This design comes from an exercise in tuning for small area, a short achievable clock period and few clock cycles per item on the open sky130 flow, not from production work. The RTL was checked by simulation tests, not by an equivalence proof against the original design.

==> flow/design.v <==
module mux #(parameter ADDR_WIDTH = 16) (
    output reg  [ADDR_WIDTH -1 :0] out,
    input  wire [ADDR_WIDTH -1 :0] a,
    input  wire [ADDR_WIDTH -1 :0] b,
    input  wire                    sel
);
always @(*) begin
    if (sel) begin
        out = a;
    end
    else begin
        out = b;
    end
end
endmodule
module demux #(parameter ADDR_WIDTH = 16) (
    output reg  [ADDR_WIDTH -1 :0] out1,
    output reg  [ADDR_WIDTH -1 :0] out2,
    input  wire [ADDR_WIDTH -1 :0] in,
    input  wire                    sel
);
always @(*) begin
    out1 = 'd0;
    out2 = 'd0;
    if (sel) begin
        out1 = in;
    end
    else begin
        out2 = in;
    end
end
endmodule
module RoundSaturate #(parameter    IN_WORD_LENGTH    = 9,  IN_INT_LENGTH    = 0, IN_FLOAT_LENGTH    = 8, 
                                    OUT_WORD_LENGTH   = 8, OUT_INT_LENGTH   = 0, OUT_FLOAT_LENGTH   = 7) (
    output reg  signed [OUT_WORD_LENGTH-1:0] i_round_saturated,
    output reg  signed [OUT_WORD_LENGTH-1:0] q_round_saturated,
    input  wire signed [IN_WORD_LENGTH -1:0] i_in,
    input  wire signed [IN_WORD_LENGTH -1:0] q_in
);
wire round_half_up_i;
wire round_half_up_q;
reg saturate_i;
reg saturate_q;
generate
    if (OUT_INT_LENGTH) begin
        assign round_half_up_i    = i_in[IN_FLOAT_LENGTH - OUT_FLOAT_LENGTH -1] && (~i_in[IN_FLOAT_LENGTH + OUT_INT_LENGTH -1 : IN_FLOAT_LENGTH - OUT_FLOAT_LENGTH ]);
        assign round_half_up_q    = q_in[IN_FLOAT_LENGTH - OUT_FLOAT_LENGTH -1] && (~q_in[IN_FLOAT_LENGTH + OUT_INT_LENGTH -1 : IN_FLOAT_LENGTH - OUT_FLOAT_LENGTH ]);
    end
    else begin
        assign round_half_up_i    = i_in[IN_FLOAT_LENGTH - OUT_FLOAT_LENGTH -1] && (~i_in[IN_FLOAT_LENGTH -1 : IN_FLOAT_LENGTH - OUT_FLOAT_LENGTH]); 
        assign round_half_up_q    = q_in[IN_FLOAT_LENGTH - OUT_FLOAT_LENGTH -1] && (~q_in[IN_FLOAT_LENGTH -1 : IN_FLOAT_LENGTH - OUT_FLOAT_LENGTH]);
    end
endgenerate
generate
        if (IN_INT_LENGTH>0 && OUT_INT_LENGTH >0) begin
            always @(*) begin                   
                i_round_saturated = round_half_up_i + {i_in[IN_WORD_LENGTH -1] ,    i_in[IN_FLOAT_LENGTH + OUT_INT_LENGTH -1 : IN_FLOAT_LENGTH ] ,   i_in[ IN_FLOAT_LENGTH -1 : IN_FLOAT_LENGTH - OUT_FLOAT_LENGTH ]};
                q_round_saturated = round_half_up_q + {q_in[IN_WORD_LENGTH -1] ,    q_in[IN_FLOAT_LENGTH + OUT_INT_LENGTH -1 : IN_FLOAT_LENGTH ] ,   q_in[ IN_FLOAT_LENGTH -1 : IN_FLOAT_LENGTH - OUT_FLOAT_LENGTH ]};
                if (i_in[IN_WORD_LENGTH -1]) begin
                    if (!(i_in[IN_FLOAT_LENGTH + IN_INT_LENGTH -1 : IN_FLOAT_LENGTH] == 'd0 || i_in[IN_INT_LENGTH  + IN_FLOAT_LENGTH -1 : IN_FLOAT_LENGTH + OUT_INT_LENGTH] == { ( IN_INT_LENGTH - OUT_INT_LENGTH ) {1'b1} }  )) begin
                        i_round_saturated = {i_in[IN_WORD_LENGTH -1] , { (OUT_WORD_LENGTH -1) {1'b0}} } ;
                    end
                end
                else begin
                    if (i_in[IN_INT_LENGTH  + IN_FLOAT_LENGTH -1 : IN_FLOAT_LENGTH + OUT_INT_LENGTH] ) begin
                       i_round_saturated [OUT_WORD_LENGTH -2:0] = { (OUT_WORD_LENGTH -1) {1'b1}} ;
                    end
                end
                if (q_in[IN_WORD_LENGTH -1]) begin
                    if ((!(q_in[IN_FLOAT_LENGTH + IN_INT_LENGTH -1 : IN_FLOAT_LENGTH] == 'd0 || q_in[IN_INT_LENGTH  + IN_FLOAT_LENGTH -1 : IN_FLOAT_LENGTH + OUT_INT_LENGTH] == { ( IN_INT_LENGTH - OUT_INT_LENGTH ) {1'b1} }  ))) begin
                        q_round_saturated = {q_in[IN_WORD_LENGTH -1] , { (OUT_WORD_LENGTH -1) {1'b0}} } ;
                    end
                end
                else begin
                    if (q_in[IN_INT_LENGTH + IN_FLOAT_LENGTH -1 : IN_FLOAT_LENGTH + OUT_INT_LENGTH]) begin
                       q_round_saturated [OUT_WORD_LENGTH -2:0] = { (OUT_WORD_LENGTH -1) {1'b1}};
                    end
                end 
                if (i_in == { (IN_WORD_LENGTH -1) {1'b1}}) begin
                    i_round_saturated = { (OUT_WORD_LENGTH -1) {1'b0}} ;
                end
                if (q_in == { (IN_WORD_LENGTH -1) {1'b1}}) begin
                    q_round_saturated = { (OUT_WORD_LENGTH -1) {1'b0}};
                end
            end
        end
        else if ((IN_INT_LENGTH>0) && (OUT_INT_LENGTH == 0)) begin
            always @(*) begin
                i_round_saturated = round_half_up_i + {i_in[IN_WORD_LENGTH -1] ,   i_in[ IN_FLOAT_LENGTH -1 : IN_FLOAT_LENGTH - OUT_FLOAT_LENGTH ]};
                q_round_saturated = round_half_up_q + {q_in[IN_WORD_LENGTH -1] ,   q_in[ IN_FLOAT_LENGTH -1 : IN_FLOAT_LENGTH - OUT_FLOAT_LENGTH ]};
                if (i_in[IN_WORD_LENGTH -1]) begin
                    if (!(&i_in[IN_FLOAT_LENGTH + IN_INT_LENGTH -1 : IN_FLOAT_LENGTH])) begin
                        i_round_saturated = {i_in[IN_WORD_LENGTH -1] , { (OUT_WORD_LENGTH -1) {1'b0}} };
                    end
                    if (&i_in[IN_FLOAT_LENGTH + IN_INT_LENGTH -1 : IN_FLOAT_LENGTH - OUT_FLOAT_LENGTH -1]) begin
                        i_round_saturated = { (OUT_WORD_LENGTH -1) {1'b0}};
                    end
                end
                else begin
                    if (i_in[IN_INT_LENGTH  + IN_FLOAT_LENGTH -1 : IN_FLOAT_LENGTH ]) begin
                       i_round_saturated [OUT_WORD_LENGTH -2:0] = { (OUT_WORD_LENGTH -1) {1'b1}}; 
                    end
                    if (&i_in[IN_FLOAT_LENGTH + IN_INT_LENGTH -1 : IN_FLOAT_LENGTH - OUT_FLOAT_LENGTH]) begin
                        i_round_saturated = { (OUT_WORD_LENGTH -1) {1'b1}};
                    end
                end
                if (q_in[IN_WORD_LENGTH -1]) begin
                    if (!(&q_in[IN_FLOAT_LENGTH + IN_INT_LENGTH -1 : IN_FLOAT_LENGTH])) begin
                        q_round_saturated = {q_in[IN_WORD_LENGTH -1] , { (OUT_WORD_LENGTH -1) {1'b0}} };
                    end
                    if (&q_in[IN_FLOAT_LENGTH + IN_INT_LENGTH -1 : IN_FLOAT_LENGTH - OUT_FLOAT_LENGTH -1]) begin
                        q_round_saturated = {(OUT_WORD_LENGTH -1){1'b0}};
                    end
                end
                else begin
                    if (q_in[IN_INT_LENGTH + IN_FLOAT_LENGTH -1 : IN_FLOAT_LENGTH]) begin
                       q_round_saturated [OUT_WORD_LENGTH -2:0] = { (OUT_WORD_LENGTH -1) {1'b1}};
                    end
                    if (&q_in[IN_FLOAT_LENGTH + IN_INT_LENGTH -1 : IN_FLOAT_LENGTH - OUT_FLOAT_LENGTH]) begin
                        q_round_saturated = {(OUT_WORD_LENGTH -1){1'b1}};
                    end
                end  
            end
        end
        else begin
            always @(*) begin
                i_round_saturated =   round_half_up_i +  {i_in[IN_WORD_LENGTH -1] ,i_in[ IN_FLOAT_LENGTH -1 : IN_FLOAT_LENGTH - OUT_FLOAT_LENGTH ]};
                q_round_saturated =   round_half_up_q +  {q_in[IN_WORD_LENGTH -1] ,q_in[ IN_FLOAT_LENGTH -1 : IN_FLOAT_LENGTH - OUT_FLOAT_LENGTH ]};
                if (&i_in[1+ IN_FLOAT_LENGTH -1 : IN_FLOAT_LENGTH - OUT_FLOAT_LENGTH -1]) begin
                    i_round_saturated = { (OUT_WORD_LENGTH -1) {1'b0}};
                end
                if (&q_in[1+ IN_FLOAT_LENGTH -1 : IN_FLOAT_LENGTH - OUT_FLOAT_LENGTH -1]) begin
                    q_round_saturated = { (OUT_WORD_LENGTH -1) {1'b0}};
                end
            end
        end
endgenerate
endmodule
module cmplx_mul #(parameter    IN1_WORD_LENGTH = 16, IN1_INT_LENGTH = 0, IN1_FLOAT_LENGTH = 15,         
                                IN2_WORD_LENGTH = 5,  IN2_INT_LENGTH = 0, IN2_FLOAT_LENGTH = 4,         
                                OUT_WORD_LENGTH = 12, OUT_INT_LENGTH = 0, OUT_FLOAT_LENGTH = 11 ) (     
    output wire signed [OUT_WORD_LENGTH-1:0]    out_i,
    output wire signed [OUT_WORD_LENGTH-1:0]    out_q,
    input  wire signed [IN1_WORD_LENGTH-1:0]    in1_i,
    input  wire signed [IN1_WORD_LENGTH-1:0]    in1_q,
    input  wire signed [IN2_WORD_LENGTH-1:0]    in2_i,
    input  wire signed [IN2_WORD_LENGTH-1:0]    in2_q
);
reg signed [1 + IN1_INT_LENGTH + IN2_INT_LENGTH + 2 + IN1_FLOAT_LENGTH + IN2_FLOAT_LENGTH -1:0] mul_i;
reg signed [1 + IN1_INT_LENGTH + IN2_INT_LENGTH + 2 + IN1_FLOAT_LENGTH + IN2_FLOAT_LENGTH -1:0] mul_q;
reg signed [IN2_WORD_LENGTH-1 +1 :0]    temp1;  
reg signed [IN1_WORD_LENGTH-1 +1 :0]    temp2;  
reg signed [IN1_WORD_LENGTH-1 +1 :0]    temp3;  
reg signed [1 + IN1_INT_LENGTH + IN2_INT_LENGTH + 1 + IN1_FLOAT_LENGTH + IN2_FLOAT_LENGTH -1:0]    temp11;  
reg signed [1 + IN1_INT_LENGTH + IN2_INT_LENGTH + 1 + IN1_FLOAT_LENGTH + IN2_FLOAT_LENGTH -1:0]    temp22; 
reg signed [1 + IN1_INT_LENGTH + IN2_INT_LENGTH + 1 + IN1_FLOAT_LENGTH + IN2_FLOAT_LENGTH -1:0]    temp33; 
always @(*) begin
        temp1 = in2_i + in2_q;
        temp2 = in1_i + in1_q;
        temp3 = in1_q - in1_i;
        temp11 = temp1 * in1_i;
        temp22 = temp2 * in2_q;
        temp33 = temp3 * in2_i;
        mul_i = temp11 - temp22;
        mul_q = temp11 + temp33;
end
RoundSaturate #(    .IN_WORD_LENGTH(1 + IN1_INT_LENGTH + IN2_INT_LENGTH + 2 + IN1_FLOAT_LENGTH + IN2_FLOAT_LENGTH) ,
                    .IN_INT_LENGTH(IN1_INT_LENGTH + IN2_INT_LENGTH + 2),
                    .IN_FLOAT_LENGTH(IN1_FLOAT_LENGTH + IN2_FLOAT_LENGTH),
                    .OUT_WORD_LENGTH(OUT_WORD_LENGTH), 
                    .OUT_INT_LENGTH(OUT_INT_LENGTH), 
                    .OUT_FLOAT_LENGTH(OUT_FLOAT_LENGTH) ) U0_RoundSaturate (
    .i_in(mul_i),
    .q_in(mul_q),
    .i_round_saturated(out_i),
    .q_round_saturated(out_q)
);
endmodule
module radix2 #(parameter   SAMPLE_WORD_LENGTH  = 8, SAMPLE_INT_LENGTH  = 0, SAMPLE_FLOAT_LENGTH  = 7, 
                            TWIDDLE_WORD_LENGTH = 8, TWIDDLE_INT_LENGTH = 0, TWIDDLE_FLOAT_LENGTH = 7) (
    output reg  signed [SAMPLE_WORD_LENGTH -1 :0] out1_i_reg,
    output reg  signed [SAMPLE_WORD_LENGTH -1 :0] out1_q_reg,
    output reg  signed [SAMPLE_WORD_LENGTH -1 :0] out2_i_reg,
    output reg  signed [SAMPLE_WORD_LENGTH -1 :0] out2_q_reg,
    input  wire signed [SAMPLE_WORD_LENGTH -1 :0] in1_i,
    input  wire signed [SAMPLE_WORD_LENGTH -1 :0] in1_q,
    input  wire signed [SAMPLE_WORD_LENGTH -1 :0] in2_i,
    input  wire signed [SAMPLE_WORD_LENGTH -1 :0] in2_q,
    input  wire signed [TWIDDLE_WORD_LENGTH-1 :0] twiddle1_i,
    input  wire signed [TWIDDLE_WORD_LENGTH-1 :0] twiddle1_q,
    input  wire signed [TWIDDLE_WORD_LENGTH-1 :0] twiddle2_i,
    input  wire signed [TWIDDLE_WORD_LENGTH-1 :0] twiddle2_q,
    input  wire                                   ff_en,
    input  wire                                   rst,
    input  wire                                   clk
);
reg  signed [SAMPLE_WORD_LENGTH+1 -1 :0] adder_i_out1,adder_q_out1,adder_i_out2,adder_q_out2;
wire signed [SAMPLE_WORD_LENGTH   -1 :0] out1_i,out1_q,out2_i,out2_q;
always @(posedge clk or negedge rst) begin
    if (!rst) begin
        out1_i_reg <= 'd0;
        out1_q_reg <= 'd0;
        out2_i_reg <= 'd0;
        out2_q_reg <= 'd0;
    end
    else begin
        if (ff_en) begin
            out1_i_reg <= out1_i;
            out1_q_reg <= out1_q;
            out2_i_reg <= out2_i;
            out2_q_reg <= out2_q;
        end
    end
end
always @(*) begin
    adder_i_out1  = in1_i + in2_i;
    adder_q_out1  = in1_q + in2_q;
    adder_i_out2  = in1_i - in2_i;
    adder_q_out2  = in1_q - in2_q;
end
cmplx_mul #(    .IN1_WORD_LENGTH(SAMPLE_WORD_LENGTH+1) , .IN1_INT_LENGTH(SAMPLE_INT_LENGTH+1) , .IN1_FLOAT_LENGTH(SAMPLE_FLOAT_LENGTH ) ,
                .IN2_WORD_LENGTH(TWIDDLE_WORD_LENGTH ) , .IN2_INT_LENGTH(TWIDDLE_INT_LENGTH ) , .IN2_FLOAT_LENGTH(TWIDDLE_FLOAT_LENGTH) ,
                .OUT_WORD_LENGTH(SAMPLE_WORD_LENGTH  ) , .OUT_INT_LENGTH(SAMPLE_INT_LENGTH  ) , .OUT_FLOAT_LENGTH(SAMPLE_FLOAT_LENGTH ) ) 
U1 (
    .out_i (out1_i),
    .out_q (out1_q),
    .in1_i (adder_i_out1),
    .in1_q (adder_q_out1),
    .in2_i (twiddle1_i),
    .in2_q (twiddle1_q)
);
cmplx_mul #(    .IN1_WORD_LENGTH(SAMPLE_WORD_LENGTH+1) , .IN1_INT_LENGTH(SAMPLE_INT_LENGTH+1) , .IN1_FLOAT_LENGTH(SAMPLE_FLOAT_LENGTH ) ,
                .IN2_WORD_LENGTH(TWIDDLE_WORD_LENGTH ) , .IN2_INT_LENGTH(TWIDDLE_INT_LENGTH ) , .IN2_FLOAT_LENGTH(TWIDDLE_FLOAT_LENGTH) ,
                .OUT_WORD_LENGTH(SAMPLE_WORD_LENGTH  ) , .OUT_INT_LENGTH(SAMPLE_INT_LENGTH  ) , .OUT_FLOAT_LENGTH(SAMPLE_FLOAT_LENGTH ) ) 
U2 (                    
    .out_i (out2_i),
    .out_q (out2_q),
    .in1_i (adder_i_out2),
    .in1_q (adder_q_out2),
    .in2_i (twiddle2_i),
    .in2_q (twiddle2_q)
);
endmodule
module fifo #(parameter WORD_LENGTH  = 8, FIFO_DEPTH = 8) (
    output reg  signed [WORD_LENGTH         -1 : 0] data_out,
    output wire                                     empty,
    output wire                                     full,
    output wire        [$clog2(FIFO_DEPTH)  -1 : 0] r_ptr_reg,
    output wire        [$clog2(FIFO_DEPTH)  -1 : 0] w_ptr_reg,
    input  wire signed [WORD_LENGTH         -1 : 0] data_in,
    input  wire                                     w_en,
    input  wire                                     r_en,
    input  wire                                     fft_done,
    input  wire                                     rst,
    input  wire                                     clk
);
localparam PTR_WIDTH = $clog2(FIFO_DEPTH)+1;
reg signed  [WORD_LENGTH -1 : 0] fifo [FIFO_DEPTH -1 : 0];
reg         [PTR_WIDTH   -1 : 0] w_ptr,w_ptr_temp;
reg         [PTR_WIDTH   -1 : 0] r_ptr,r_ptr_temp;
wire                             write;
wire                             read;
always @(posedge clk or negedge rst) begin
    if (!rst) begin
        data_out  <= 'd0;
        w_ptr_temp <= 'd0;
        r_ptr_temp <= 'd0;
    end
    else begin
        w_ptr_temp <= w_ptr;
        r_ptr_temp <= r_ptr;
        if (write) begin
            fifo[w_ptr_temp[PTR_WIDTH-2:0]] <= data_in;
        end
        if (read) begin
            data_out <= fifo[r_ptr_temp[PTR_WIDTH-2:0]];
        end
    end
end
always @(*) begin
    w_ptr = w_ptr_temp;
    r_ptr = r_ptr_temp;
    if (write) begin
        w_ptr = w_ptr_temp + 1'b1;
    end
    if (fft_done) begin
        r_ptr = 'd0;
    end else if (read) begin
        r_ptr = r_ptr_temp + 1'b1;
    end
end
assign full  = (w_ptr_temp[PTR_WIDTH-2:0] == r_ptr_temp[PTR_WIDTH-2:0]) &&  (w_ptr_temp[PTR_WIDTH-1] ^ r_ptr_temp[PTR_WIDTH-1]);
assign empty = (r_ptr_temp == w_ptr_temp);
assign write = w_en && !full;
assign read  = r_en && !empty;
assign w_ptr_reg = w_ptr_temp[$clog2(FIFO_DEPTH)-1 : 0];
assign r_ptr_reg = r_ptr_temp[$clog2(FIFO_DEPTH)-1 : 0];
endmodule
module twiddles #(parameter TWIDDLE_WORD_LENGTH = 8, TWIDDLE_INT_LENGTH = 0, TWIDDLE_FLOAT_LENGTH = 7) (
    output reg  signed  [TWIDDLE_WORD_LENGTH -1 : 0] twiddle_i_reg,
    output reg  signed  [TWIDDLE_WORD_LENGTH -1 : 0] twiddle_q_reg,
    input  wire         [3                   -1 : 0] address,
    input  wire         clk,
    input  wire         rst
);
reg signed [TWIDDLE_WORD_LENGTH -1 : 0] twiddle_i;
reg signed [TWIDDLE_WORD_LENGTH -1 : 0] twiddle_q;
always @(posedge clk or negedge rst) begin
    if (!rst) begin
        twiddle_i_reg <= 'd0;
        twiddle_q_reg <= 'd0;
    end
    else begin
        twiddle_i_reg <= twiddle_i;
        twiddle_q_reg <= twiddle_q;
    end
end
always @(*) begin
    case (address)
        'd0 :   begin 
                    twiddle_i = 8'b01111111; 
                    twiddle_q = 8'b00000000; 
                end
        'd1 :   begin
                    twiddle_i = 8'b01110110;  
                    twiddle_q = 8'b11001111;  
                end
        'd2 :   begin
                    twiddle_i = 8'b01011011;
                    twiddle_q = 8'b10100101;
                end 
        'd3 :   begin
                    twiddle_i = 8'b00110001;  
                    twiddle_q = 8'b10001010;  
                end
        'd4 :   begin
                    twiddle_i = 8'b00000000; 
                    twiddle_q = 8'b10000000; 
                end 
        'd5 :   begin
                    twiddle_i = 8'b11001111; 
                    twiddle_q = 8'b10001010; 
                end 
        'd6 :   begin
                    twiddle_i = 8'b10100101; 
                    twiddle_q = 8'b10100101; 
                end 
        'd7 :   begin
                    twiddle_i = 8'b10001010; 
                    twiddle_q = 8'b11001111; 
                end   
    endcase
end
endmodule
module ctrl #( parameter FIFO_DEPTH = 8) (
    output reg   [3                  -1:0]  twiddle_addr,
    output reg   [5                  -1:0]  counter_r,
    output reg                              fifo1_w_en,
    output reg                              fifo2_w_en,
    output reg                              twiddle_sel,
    output reg                              fifo1_r_en,
    output reg                              fifo2_r_en,
    output wire                             stage_num,
    output wire                             fft_done,
    output wire                             stage4,
    output wire                             idle,
    input  wire  [$clog2(FIFO_DEPTH)  -1:0] r_ptr1,
    input  wire  [$clog2(FIFO_DEPTH)  -1:0] r_ptr2,
    input  wire  [$clog2(FIFO_DEPTH)  -1:0] w_ptr1,
    input  wire  [$clog2(FIFO_DEPTH)  -1:0] w_ptr2,
    input  wire                             fft_strt,
    input  wire                             fifo1_full,
    input  wire                             fifo2_full,
    input  wire                             fifo1_empty,
    input  wire                             fifo2_empty,
    input  wire                             rst,
    input  wire                             clk
);
reg [3 -1 : 0] current_state,next_state;
reg [5 -1 : 0] counter;
reg [2 -1 : 0] stg2_counter,stg2_counter_r;
reg stage1_done, stage2_done, stage3_done, stage4_done ;
localparam  IDLE   = 3'b000,
            STAGE1 = 3'b001,
            STAGE2 = 3'b010,
            STAGE3 = 3'b011,
            STAGE4 = 3'b100;
always @(posedge clk or negedge rst) begin
    if (!rst) begin
        current_state  <= 'd0;
        counter_r      <= 'd0;
        stg2_counter_r <= 'd0;
    end
    else begin
        current_state  <= next_state;
        counter_r      <= counter;
        stg2_counter_r <= stg2_counter;
    end
end
always @(*) begin
    case (current_state)
        IDLE :      begin
                        if (fft_strt) begin
                            next_state = STAGE1;
                            counter = counter_r + 'd1;
                        end
                        else begin
                            next_state = IDLE;
                            counter    = 'd0;
                        end
                        stg2_counter   =  'd0;
                        twiddle_sel    = 1'b1;
                        twiddle_addr   =  'd0;
                        fifo1_w_en     =  'd0;
                        fifo2_w_en     =  'd0;
                        fifo1_r_en     =  'd0;
                        fifo2_r_en     =  'd0;
                        stage1_done    = 1'b0;
                        stage2_done    = 1'b0;
                        stage3_done    = 1'b0;
                        stage4_done    = 1'b0;
                    end
        STAGE1:     begin
                        stage1_done  = (w_ptr2 == 'd8);
                        stage2_done  = 1'b0;
                        stage3_done  = 1'b0;
                        stage4_done  = 1'b0;
                        twiddle_sel  = 1'b0;
                        stg2_counter =  'd0;
                        if (stage1_done) begin
                            next_state = STAGE2;
                            counter    = 'd31;
                        end
                        else begin
                            next_state = STAGE1;
                            counter    = counter_r + 1'b1;
                        end
                        if (counter_r[1:0] == 'd2) begin
                            twiddle_addr = 'd4;
                        end
                        else begin
                            twiddle_addr = 'd0;
                        end
                        fifo1_w_en  =  counter_r[1] && (w_ptr1 != 'd8);
                        fifo2_w_en  = ~counter_r[1] && (counter_r != 'd1);
                        fifo1_r_en  =  'd0;
                        fifo2_r_en  =  'd0; 
                    end
        STAGE2:     begin
                        stage1_done = 1'b0;
                        stage2_done = (r_ptr2 == 'd9) ;
                        stage3_done = 1'b0;
                        stage4_done = 1'b0;
                        if (stage2_done) begin
                            next_state = STAGE3;
                            counter    = 'd0;
                            stg2_counter = 'd0;
                        end
                        else begin
                            next_state = STAGE2;
                            counter    = counter_r + 1'b1;
                            if (stg2_counter_r < 'd3) begin  
                                stg2_counter = stg2_counter_r + 1'b1;
                            end
                            else begin
                                stg2_counter = stg2_counter_r;
                            end
                        end
                        case (counter_r[2:0])
                            'd3:  twiddle_addr = 'd0;
                            'd4:  twiddle_addr = 'd4;
                            'd5:  twiddle_addr = 'd2;
                            'd6:  twiddle_addr = 'd6; 
                            default: twiddle_addr = 'd0;
                        endcase
                        if (counter_r[2:0] > 'd5 ) begin
                            twiddle_sel  = ~counter_r[0];
                        end
                        else begin
                            twiddle_sel  = !(|counter_r[2:0]);
                        end
                        fifo1_w_en   = (counter_r[2:0] > 'd1) && (counter_r[2:0] < 'd6); 
                        fifo2_w_en   = ((counter_r[2:0] > 'd5) || (counter_r[2:0] < 'd2)) && (stg2_counter_r > 'd2);  
                        fifo1_r_en   =  counter_r[0];
                        fifo2_r_en   = ~counter_r[0];
                    end
        STAGE3:     begin
                        stage1_done  = 1'b0;
                        stage2_done  = 1'b0;
                        stage3_done  = (w_ptr2 == 'd7);
                        stage4_done  = 1'b0;
                        if (stage3_done) begin
                            next_state = STAGE4;
                            counter = 'd0;
                        end
                        else begin
                            next_state = STAGE3;
                            counter = counter_r + 'd1;
                        end
                        case (counter_r)
                            'd06:    twiddle_addr = 'd4;
                            'd07:    twiddle_addr = 'd2;
                            'd08:    twiddle_addr = 'd6;
                            'd09:    twiddle_addr = 'd1;
                            'd10:    twiddle_addr = 'd5;
                            'd11:    twiddle_addr = 'd3;
                            'd12:    twiddle_addr = 'd7;
                            default: twiddle_addr = 'd0;
                        endcase
                        stg2_counter =  'd0;
                        if (counter_r > 'd5) begin
                            twiddle_sel  = ~counter_r[0];
                        end 
                        else begin
                            twiddle_sel  = !(|counter_r);
                        end
                        fifo1_w_en   =  (counter_r < 'd8); 
                        fifo2_w_en   =  (counter_r > 'd7) && (counter_r < 'd16);
                        fifo1_r_en   =  counter_r[0];
                        fifo2_r_en   = ~counter_r[0];
                    end
        STAGE4:     begin
                        stage1_done  = 1'b0;
                        stage2_done  = 1'b0;
                        stage3_done  = 1'b0;
                        stage4_done  = (w_ptr2 == 'd0);
                        if (stage4_done) begin
                            next_state  = IDLE;
                            counter     = 'd0;
                        end
                        else begin
                            next_state  = STAGE4;
                            counter     = counter_r + 'd1;
                        end
                        twiddle_addr = 'd0;
                        twiddle_sel  = 'd0;
                        stg2_counter = 'd0;
                        fifo1_w_en   =  (counter_r < 'd8); 
                        fifo2_w_en   =  (counter_r > 'd7) && (counter_r < 'd16);
                        fifo1_r_en   =  counter_r[0];
                        fifo2_r_en   = ~counter_r[0];
                    end
        default:    begin
                        stage1_done  = 1'b0;
                        stage2_done  = 1'b0;
                        stage3_done  = 1'b0;
                        stage4_done  = 1'b0;
                        next_state   = IDLE;
                        counter      = 'd0;
                        twiddle_addr = 'd0;
                        twiddle_sel  = 'd0;
                        stg2_counter = 'd0;
                        fifo1_w_en   = 1'b0; 
                        fifo2_w_en   = 1'b0;
                        fifo1_r_en   = 1'b0;
                        fifo2_r_en   = 1'b0;
        end
    endcase
end
assign stage_num = (current_state[1] | current_state[2]);  
assign fft_done  = stage4_done;
assign stage4    = (current_state == STAGE4);
assign idle      = (current_state == IDLE);
endmodule
module fft #(parameter SAMPLE_WORD_LENGTH  = 8, SAMPLE_INT_LENGTH  = 0, SAMPLE_FLOAT_LENGTH  = 7, FIFO_DEPTH = 16) (
    output wire signed [SAMPLE_WORD_LENGTH -1 : 0]  fifo1_dout_i,
    output wire signed [SAMPLE_WORD_LENGTH -1 : 0]  fifo1_dout_q,
    output wire signed [SAMPLE_WORD_LENGTH -1 : 0]  fifo2_dout_i,
    output wire signed [SAMPLE_WORD_LENGTH -1 : 0]  fifo2_dout_q,
    input  wire signed [SAMPLE_WORD_LENGTH -1 : 0]  din_i,
    input  wire signed [SAMPLE_WORD_LENGTH -1 : 0]  din_q,
    input  wire                                     strt_pulse,
    input  wire                                     valid_in,
    input  wire                                     rst,
    input  wire                                     clk,
    output wire                                     idle,
    output wire                                     res_valid,
    output wire signed [SAMPLE_WORD_LENGTH -1 : 0]  res_i,
    output wire signed [SAMPLE_WORD_LENGTH -1 : 0]  res_q
);
localparam  TWIDDLE_WORD_LENGTH  = 8, 
            TWIDDLE_INT_LENGTH   = 0, 
            TWIDDLE_FLOAT_LENGTH = 7,
            PTR_WIDTH            = $clog2(FIFO_DEPTH);
wire in_sel;
wire signed [SAMPLE_WORD_LENGTH -1 :0] out1_i_reg;
wire signed [SAMPLE_WORD_LENGTH -1 :0] out1_q_reg;
wire signed [SAMPLE_WORD_LENGTH -1 :0] out2_i_reg;
wire signed [SAMPLE_WORD_LENGTH -1 :0] out2_q_reg;
wire signed [SAMPLE_WORD_LENGTH -1 :0] in1_i;
wire signed [SAMPLE_WORD_LENGTH -1 :0] in1_q;
wire signed [SAMPLE_WORD_LENGTH -1 :0] in2_i;
wire signed [SAMPLE_WORD_LENGTH -1 :0] in2_q;
wire signed [SAMPLE_WORD_LENGTH -1 :0] fifo1_din_i;
wire signed [SAMPLE_WORD_LENGTH -1 :0] fifo1_din_q;
wire signed [SAMPLE_WORD_LENGTH -1 :0] fifo2_din_i;
wire signed [SAMPLE_WORD_LENGTH -1 :0] fifo2_din_q;
reg  signed [SAMPLE_WORD_LENGTH -1 :0] din_i_r;
reg  signed [SAMPLE_WORD_LENGTH -1 :0] din_q_r;
wire signed [TWIDDLE_WORD_LENGTH-1 :0] twiddle1_i;
wire signed [TWIDDLE_WORD_LENGTH-1 :0] twiddle1_q;
wire signed [TWIDDLE_WORD_LENGTH-1 :0] twiddle2_i;
wire signed [TWIDDLE_WORD_LENGTH-1 :0] twiddle2_q;
wire signed [SAMPLE_WORD_LENGTH -1 :0] in_i,in_fb_i;
wire signed [SAMPLE_WORD_LENGTH -1 :0] in_q,in_fb_q;
reg valid_in_r,valid_in_r_r,valid_in_r_r_r,strt_pulse_r;
wire [5                  -1 : 0] counter;
wire [SAMPLE_WORD_LENGTH -1 : 0] temp_i, temp_q;
wire [PTR_WIDTH          -1 : 0] r_ptr1,r_ptr2,w_ptr1,w_ptr2;
mux #(.ADDR_WIDTH(SAMPLE_WORD_LENGTH)) mux_U3 (
    .out(in_fb_i),
    .a  (fifo2_dout_i),
    .b  (fifo1_dout_i),
    .sel(counter[0])
);
mux #(.ADDR_WIDTH(SAMPLE_WORD_LENGTH)) mux_U4 (
    .out(in_fb_q),
    .a  (fifo2_dout_q),
    .b  (fifo1_dout_q),
    .sel(counter[0])
);
wire stage_num;
mux #(.ADDR_WIDTH(SAMPLE_WORD_LENGTH)) mux_U5 (
    .out(in_i),
    .a  (in_fb_i),
    .b  (din_i_r),
    .sel(stage_num)
);
mux #(.ADDR_WIDTH(SAMPLE_WORD_LENGTH)) mux_U6 (
    .out(in_q),
    .a  (in_fb_q),
    .b  (din_q_r),
    .sel(stage_num)
);
demux #(.ADDR_WIDTH(SAMPLE_WORD_LENGTH)) demux_U0 (
    .out1(in2_i ),
    .out2(in1_i ),
    .in  (in_i ),
    .sel (counter[0])
);
demux #(.ADDR_WIDTH(SAMPLE_WORD_LENGTH)) demux_U1 (
    .out1(in2_q ),
    .out2(in1_q ),
    .in  (in_q  ),
    .sel (counter[0])
);
reg signed [TWIDDLE_WORD_LENGTH -1 : 0] twiddle1_i_r,twiddle1_q_r;
reg signed [SAMPLE_WORD_LENGTH  -1 : 0] in1_i_r,in1_q_r;
radix2 #(   .SAMPLE_WORD_LENGTH (SAMPLE_WORD_LENGTH), .SAMPLE_INT_LENGTH (SAMPLE_INT_LENGTH), .SAMPLE_FLOAT_LENGTH (SAMPLE_FLOAT_LENGTH),
            .TWIDDLE_WORD_LENGTH(TWIDDLE_WORD_LENGTH), .TWIDDLE_INT_LENGTH(TWIDDLE_INT_LENGTH), .TWIDDLE_FLOAT_LENGTH(TWIDDLE_FLOAT_LENGTH)) radix2_U0 (
    .out1_i_reg(out1_i_reg),
    .out1_q_reg(out1_q_reg),
    .out2_i_reg(out2_i_reg),
    .out2_q_reg(out2_q_reg),
    .in1_i     (in1_i_r),
    .in1_q     (in1_q_r),
    .in2_i     (in2_i),
    .in2_q     (in2_q),
    .twiddle1_i(twiddle1_i_r),
    .twiddle1_q(twiddle1_q_r),
    .twiddle2_i(twiddle2_i),
    .twiddle2_q(twiddle2_q),
    .ff_en     (counter[0]),
    .rst       (rst),
    .clk       (clk)
);
mux #(.ADDR_WIDTH(SAMPLE_WORD_LENGTH)) mux_U0 (
    .out(temp_i),
    .a  (out2_i_reg),
    .b  (out1_i_reg),
    .sel(counter[0])
);
mux #(.ADDR_WIDTH(SAMPLE_WORD_LENGTH)) mux_U1 (
    .out(temp_q),
    .a  (out2_q_reg ),
    .b  (out1_q_reg ),
    .sel(counter[0])
);
wire [SAMPLE_WORD_LENGTH*2 -1 : 0] fifo1_dout,fifo2_dout;
wire fifo1_full,fifo2_full,fifo1_w_en,fifo2_w_en,fifo1_r_en,fifo2_r_en,fifo1_empty,fifo2_empty;
demux #(.ADDR_WIDTH(SAMPLE_WORD_LENGTH)) demux_U2 (
    .out1(fifo1_din_i),
    .out2(fifo2_din_i),
    .in  (temp_i ),
    .sel (fifo1_w_en)
);
demux #(.ADDR_WIDTH(SAMPLE_WORD_LENGTH)) demux_U3 (
    .out1(fifo1_din_q),
    .out2(fifo2_din_q),
    .in  (temp_q ),
    .sel (fifo1_w_en)
);
wire fft_done;
fifo #(.WORD_LENGTH(2 * SAMPLE_WORD_LENGTH), .FIFO_DEPTH(FIFO_DEPTH)) fifo_U0 (
    .data_out  (fifo1_dout),
    .empty     (fifo1_empty),
    .full      (fifo1_full),
    .r_ptr_reg (r_ptr1),
    .w_ptr_reg (w_ptr1),
    .data_in   ({fifo1_din_i,fifo1_din_q}),
    .w_en      (fifo1_w_en && valid_in_r_r_r),
    .r_en      (fifo1_r_en),
    .fft_done  (fft_done),
    .rst       (rst),
    .clk       (clk)
); 
fifo #(.WORD_LENGTH(2 * SAMPLE_WORD_LENGTH), .FIFO_DEPTH(FIFO_DEPTH)) fifo_U1 (
    .data_out  (fifo2_dout),
    .empty     (fifo2_empty),
    .full      (fifo2_full),
    .r_ptr_reg (r_ptr2),
    .w_ptr_reg (w_ptr2),
    .data_in   ({fifo2_din_i,fifo2_din_q}),
    .w_en      (fifo2_w_en && valid_in_r_r_r),
    .r_en      (fifo2_r_en),
    .fft_done  (fft_done),
    .rst       (rst),
    .clk       (clk)
);
wire [TWIDDLE_WORD_LENGTH -1 : 0] twiddle_i_reg,twiddle_q_reg;
wire [3                   -1 : 0] address;
twiddles #(.TWIDDLE_WORD_LENGTH(TWIDDLE_WORD_LENGTH), .TWIDDLE_INT_LENGTH(TWIDDLE_INT_LENGTH), .TWIDDLE_FLOAT_LENGTH(TWIDDLE_FLOAT_LENGTH) ) twiddles_U0 (
    .twiddle_i_reg (twiddle_i_reg),
    .twiddle_q_reg (twiddle_q_reg),
    .address       (address),
    .clk           (clk),
    .rst           (rst)
);
wire            twiddle_sel;
wire            stage4;
ctrl #(.FIFO_DEPTH (FIFO_DEPTH)) ctrl_U0 (
    .twiddle_addr  (address),
    .counter_r     (counter),
    .fifo1_w_en    (fifo1_w_en),
    .fifo2_w_en    (fifo2_w_en),
    .r_ptr1        (r_ptr1),
    .r_ptr2        (r_ptr2),
    .w_ptr1        (w_ptr1),
    .w_ptr2        (w_ptr2),
    .twiddle_sel   (twiddle_sel),
    .fifo1_r_en    (fifo1_r_en),
    .fifo2_r_en    (fifo2_r_en),
    .stage_num     (stage_num),
    .stage4        (stage4),
    .idle          (idle),
    .fft_done      (fft_done),
    .fft_strt   (strt_pulse_r),
    .fifo1_full    (fifo1_full),
    .fifo2_full    (fifo2_full),
    .fifo1_empty   (fifo1_empty),
    .fifo2_empty   (fifo2_empty),
    .rst           (rst),
    .clk           (clk)
);
demux #(.ADDR_WIDTH(TWIDDLE_WORD_LENGTH)) demux_U4 (
    .out1(twiddle1_i ),
    .out2(twiddle2_i ),
    .in  (twiddle_i_reg),
    .sel (twiddle_sel)
);
demux #(.ADDR_WIDTH(TWIDDLE_WORD_LENGTH)) demux_U5 (
    .out1(twiddle1_q ),
    .out2(twiddle2_q ),
    .in  (twiddle_q_reg),
    .sel (twiddle_sel)
);
always @(posedge clk or negedge rst) begin
    if (!rst) begin
        twiddle1_i_r    <= 'd0;
        twiddle1_q_r    <= 'd0;
        in1_i_r         <= 'd0;
        in1_q_r         <= 'd0;
        din_i_r         <= 'd0;
        din_q_r         <= 'd0;
        valid_in_r      <= 'd0;
        valid_in_r_r    <= 'd0;
        valid_in_r_r_r  <= 'd0;
        strt_pulse_r    <= 'd0;
    end
    else begin
        if (twiddle_sel) begin
            twiddle1_i_r <= twiddle1_i;
            twiddle1_q_r <= twiddle1_q;
        end
        in1_i_r        <= in1_i;
        in1_q_r        <= in1_q;
        din_i_r        <= din_i;
        din_q_r        <= din_q;
        valid_in_r     <= valid_in;
        valid_in_r_r   <= valid_in_r;
        valid_in_r_r_r <= valid_in_r_r;
        strt_pulse_r   <= strt_pulse;
    end
end
assign fifo1_dout_i = $signed(fifo1_dout[2*SAMPLE_WORD_LENGTH -1 : SAMPLE_WORD_LENGTH]);
assign fifo1_dout_q = $signed(fifo1_dout[  SAMPLE_WORD_LENGTH -1 : 0                 ]);
assign fifo2_dout_i = $signed(fifo2_dout[2*SAMPLE_WORD_LENGTH -1 : SAMPLE_WORD_LENGTH]);
assign fifo2_dout_q = $signed(fifo2_dout[  SAMPLE_WORD_LENGTH -1 : 0                 ]);
assign res_valid = stage4 && valid_in_r_r_r && ((fifo1_w_en && !fifo1_full) || (fifo2_w_en && !fifo2_full));
assign res_i     = temp_i;
assign res_q     = temp_q;
endmodule
module fft16 (
    input  wire              clk,
    input  wire              rst_n,
    input  wire              start,
    input  wire signed [8:0] din_i,
    input  wire signed [8:0] din_q,
    output wire              ready,
    output wire              dout_valid,
    output wire signed [8:0] dout_i,
    output wire signed [8:0] dout_q
);
wire signed [8:0] fifo1_dout_i, fifo1_dout_q, fifo2_dout_i, fifo2_dout_q;
fft #(.SAMPLE_WORD_LENGTH(9), .SAMPLE_INT_LENGTH(0), .SAMPLE_FLOAT_LENGTH(8), .FIFO_DEPTH(16)) u_fft (
    .fifo1_dout_i (fifo1_dout_i),
    .fifo1_dout_q (fifo1_dout_q),
    .fifo2_dout_i (fifo2_dout_i),
    .fifo2_dout_q (fifo2_dout_q),
    .din_i        (din_i),
    .din_q        (din_q),
    .strt_pulse   (start),
    .valid_in     (1'b1),
    .rst          (rst_n),
    .clk          (clk),
    .idle         (ready),
    .res_valid    (dout_valid),
    .res_i        (dout_i),
    .res_q        (dout_q)
);
endmodule
==> flow/run.sh <==
#!/bin/bash
# synth_recipe.tcl (not shown) runs the flow's synth.tcl, then flattens the netlist and writes it again
# the make line also repeats each setting of config.mk as NAME=value (left out here)
make -C /OpenROAD-flow-scripts/flow DESIGN_CONFIG=/design/flow/config.mk WORK_HOME=/design/flow/orfs CLKGATE_MAP_FILE= SYNTH_SCRIPT=/design/flow/synth_recipe.tcl finish
==> flow/config.mk <==
export PLATFORM = sky130hd
export DESIGN_NAME = fft16
export DESIGN_NICKNAME = fft16
export VERILOG_FILES = /design/flow/design.v
export SDC_FILE = /design/flow/constraint.sdc
export NUM_CORES = 4
export LEC_CHECK = 0
export CAP_MARGIN = 20
export CORE_MARGIN = 2
export CORE_UTILIZATION = 40
export SLEW_MARGIN = 20
==> flow/constraint.sdc <==
create_clock -name core_clock -period 10.0 [get_ports {clk}]
set_input_delay 2.0000 -clock core_clock [delete_from_list [all_inputs] [get_ports {clk}]]
set_output_delay 2.0000 -clock core_clock [all_outputs]
set_load 0.01 [all_outputs]
==> notes.md <==
[area by class of cell]
cell class,instances,share of cell area (%)
flip-flops and latches,744,33.93
clock inverters,39,0.6673
clock buffers,101,3.293
diodes,4,0.01579
inverters,660,3.923
repair buffers,626,7.707
multi-input cells,3264,47.00
well taps,1755,3.465
[repair_timing]
action	CTS	global route
setup buffers	1	32
pin swaps	2	111
gates resized for setup	31	216
hold buffers	0	0
setup endpoints to repair	12	36
[path summary, 6_finish.rpt]
| path | start | cells past startpoint | endpoint | slack [ns] |
|---|---|---|---|---|
| setup reg to reg | u_fft.ctrl_U0.current_state[2] | 45 | u_fft.radix2_U0.out1_q_reg[7] | 0.22 |
| hold reg to reg | u_fft.valid_in_r | 0 | u_fft.valid_in_r_r | 0.36 |
| hold / removal | u_fft.valid_in_r | 0 | u_fft.valid_in_r_r | 0.36 |
| max in group asynchronous | rst_n | 2 | u_fft.ctrl_U0.counter_r[0] | 7.42 |
| min in group asynchronous | rst_n | 1 | u_fft.radix2_U0.out1_i_reg[4] | 1.37 |
| setup / recovery | u_fft.ctrl_U0.current_state[2] | 45 | u_fft.radix2_U0.out1_q_reg[7] | 0.22 |
[per-layer routing]
| layer | global-route usage (%) | wire, um |
|---|---|---|
| met5 | 0 | 26 |
| met4 | 6.920 | 5160 |
| met2 | 36.28 | 71680 |
| met3 | 3.029 | 11000 |
| met1 | 33.05 | 68940 |
[logic make-up after synthesis]
group | Yosys count | share of synthesized area [%]
XOR/XNOR | 291 | 4.910
buffers and inverters | 813 | 5.811
flip-flops | 744 | 40.64
multiplexers | 39 | 0.7710
AO/OA/AOI/OAI | 859 | 11.52
AND/OR/NAND/NOR | 1267 | 11.44
adder cells (fa/ha/maj) | 807 | 24.89
other | 1 | 0.007088
[cells in the final DEF, fill, tap and decap left out, types with 54 or more instances in the layout]
cell,Yosys,layout
a21oi_1,170,122
dfrtp_1,168,166
fa_1,410,405
and2_1,132,130
nor2_1,368,319
buf_4,1,576
xnor2_1,197,170
edfxtp_1,576,576
nand3_1,64,64
a22oi_1,126,126
inv_1,659,647
nand2b_1,59,59
nand4_1,54,54
a22o_1,69,69
xor2_1,90,78
o21ai_0,145,122
clkbuf_16,0,77
ha_1,394,350
nand2_1,374,367
a221oi_1,68,65
[worst register-to-register path, delay by kind of cell, from the launching register on]
kind | cells | cell delay, ns
adder cells (fa/ha/maj) | 9 | 3.30
XOR/XNOR | 5 | 0.85
buffers and inverters | 7 | 0.83
multiplexers | 1 | 0.23
flip-flops | 1 | 0.43
AO/OA/AOI/OAI | 12 | 1.79
AND/OR/NAND/NOR | 11 | 2.25
[stage by stage]
stage          instance area [sq um]  std cells
2_1_floorplan                  53160       4821
3_3_place_gp                   59500       7016
3_5_place_dp                   59500       7016
4_1_cts                        62170       7157
5_1_grt                        63370       7189
6_report                       63380       7193
==> results.tsv <==
stage	metric	value	unit
outcome	status	timing/DRC/antenna clean	
timing	finalSetupViolations	0	
layout	multiInputGateArea	29780	sq um
clock_network	cts_max_path_buffers	3	
timing	worst_pin_slew	1.124	ns
critical_path	start_kind	flip-flop	
layout	nNetsFinal	6198	
synthesis	yosysTopAreaCellShare	32.69	%
synthesis	async_reset_ff_share	22.58	%
clock_network	cts_sinks	744	
critical_path	worstPathMaxFanout	5	
clock_network	cts_buffers	77	
timing	period_share	97.82	%
timing	min_period	9.782	ns
clock_network	htreeDepth	3	
place	portBuffers	40	
drt	antenna_left	0	
place	routabilityCongestion	0.9296	
synthesis	yosys-top-cells-count	659 x inv_1, 576 x edfxtp_1, 410 x fa_1	
timing	whs	0.3552	ns
timing	hold_viol_final	0	
hold_path	hp-class	flip-flop to flip-flop	
timing	clock.fmax	0.1022	GHz
synthesis	synth_most_common_cell	inv_1	
drt	drt_iter0_drc	3836	
floorplan	num_io_pins	41	
drt	avgViaCountPerCell	5.363	
floorplan	num_rows	133	
timing	rsz0062_at_grt	yes	
place	place_ws	-0.2911	ns
global_route	antenna_found_initial	8	
layout	drive_gt1_share	18.84	%
drt	dr.pass1.iters	6	
critical_path	worstPathRequired	10.55	ns
synthesis	yosys.cell_types.count	107	
critical_path	critPathCaptureType	flip-flop	
synthesis	syn_avg_cell_area	10.97	sq um
layout	syn2layout_area_growth	19.80	%
critical_path	critPathTopFamily	adder cells	
synthesis	syn_area	52900	sq um
flow_run	cap_violations	0	
critical_path	cp.arrival	10.33	ns
layout	fin_util	48.27	%
critical_path	cp_num_buf_inv	7	
floorplan	core_area	131300	sq um
global_route	grt_usage	23.02	%
global_route	grt_pass1_wl	236000	um
synthesis	synth_area_leaders	edfxtp_1 33%, fa_1 16%, ha_1 9.3%, dfrtp_1 7.9%, inv_1 4.7%	
timing	clock-skew-final	0.01555	ns
synthesis	netlist_instances	4821	
layout	fillers	11900	
global_route	grt_pass1_vias	38400	
timing	setup_tns	0	ns
synthesis	ys_ff_latch	744	
critical_path	crit_type	flip-flop to flip-flop	
synthesis	synth_nets	5646	
drt	vias	38580	
floorplan	die_h	367.7	um
synthesis	yosys.area.top_type	edfxtp_1	
place	place_hpwl	115100	um
timing	max_slew_margin	24.92	%
drt	wl_per_cell	21.80	um
critical_path	max_stage_delay	0.51	ns
synthesis	synth_ff_type	edfxtp_1	
critical_path	slowest_stage	fa_1	
drt	drc	0	
clock_network	cts_tree	built	
floorplan	die_area	135200	sq um
floorplan	dieWidth	367.7	um
clock_network	root_buffer	clkbuf_16	
global_route	grt_max_degree	85	
synthesis	synth-seq-area-share	40.64	%
drt	wl	156800	um
global_route	grt-ovfl-total	0	
synthesis	yosysWarnings	11	
clock_network	insertion_delay	0.64	ns
timing	worst_slack	0.2181	ns
timing	slew_viol_final	0	
layout	seq_area	21510	sq um
clock_network	path_clk_slew	0.06	ns
synthesis	synth_edf_count	576	
floorplan	start_util	40.29	%
Testbench counts, summed over its fixed seeds: cycles 27,640, frames 384.

[afterwards: timing with drivers on the ports]
In the flow no input, the clock included, has a driving cell. The finished layout below was timed again as built, in two steps. Step 1 (the two cells are an assumption about what drives the block):
set clk [get_ports {clk}]
set_driving_cell -lib_cell sky130_fd_sc_hd__clkbuf_16 $clk
set_driving_cell -lib_cell sky130_fd_sc_hd__buf_2 [delete_from_list [all_inputs] $clk]
Step 2, shift: input delay + t, output delay - t, t = (earliest + latest rising clock arrival at the registers) / 2. This alone moves slack from input paths to output paths. Three values: ideal ports, drivers, drivers and shift; two values: the first two.
shift t [ns]: 0.704
setup WS [ns]: 0.218 / 0.218 / 0.218
hold slack, ns: 0.355 / 0.355 / 0.355
worst setup path at the end: register to register
cell pins on the clock port's net: 1
After both steps this run still meets setup and hold. The setup slack of this run moves by 0.000 ns with the drivers and by 0.000 ns with both steps.
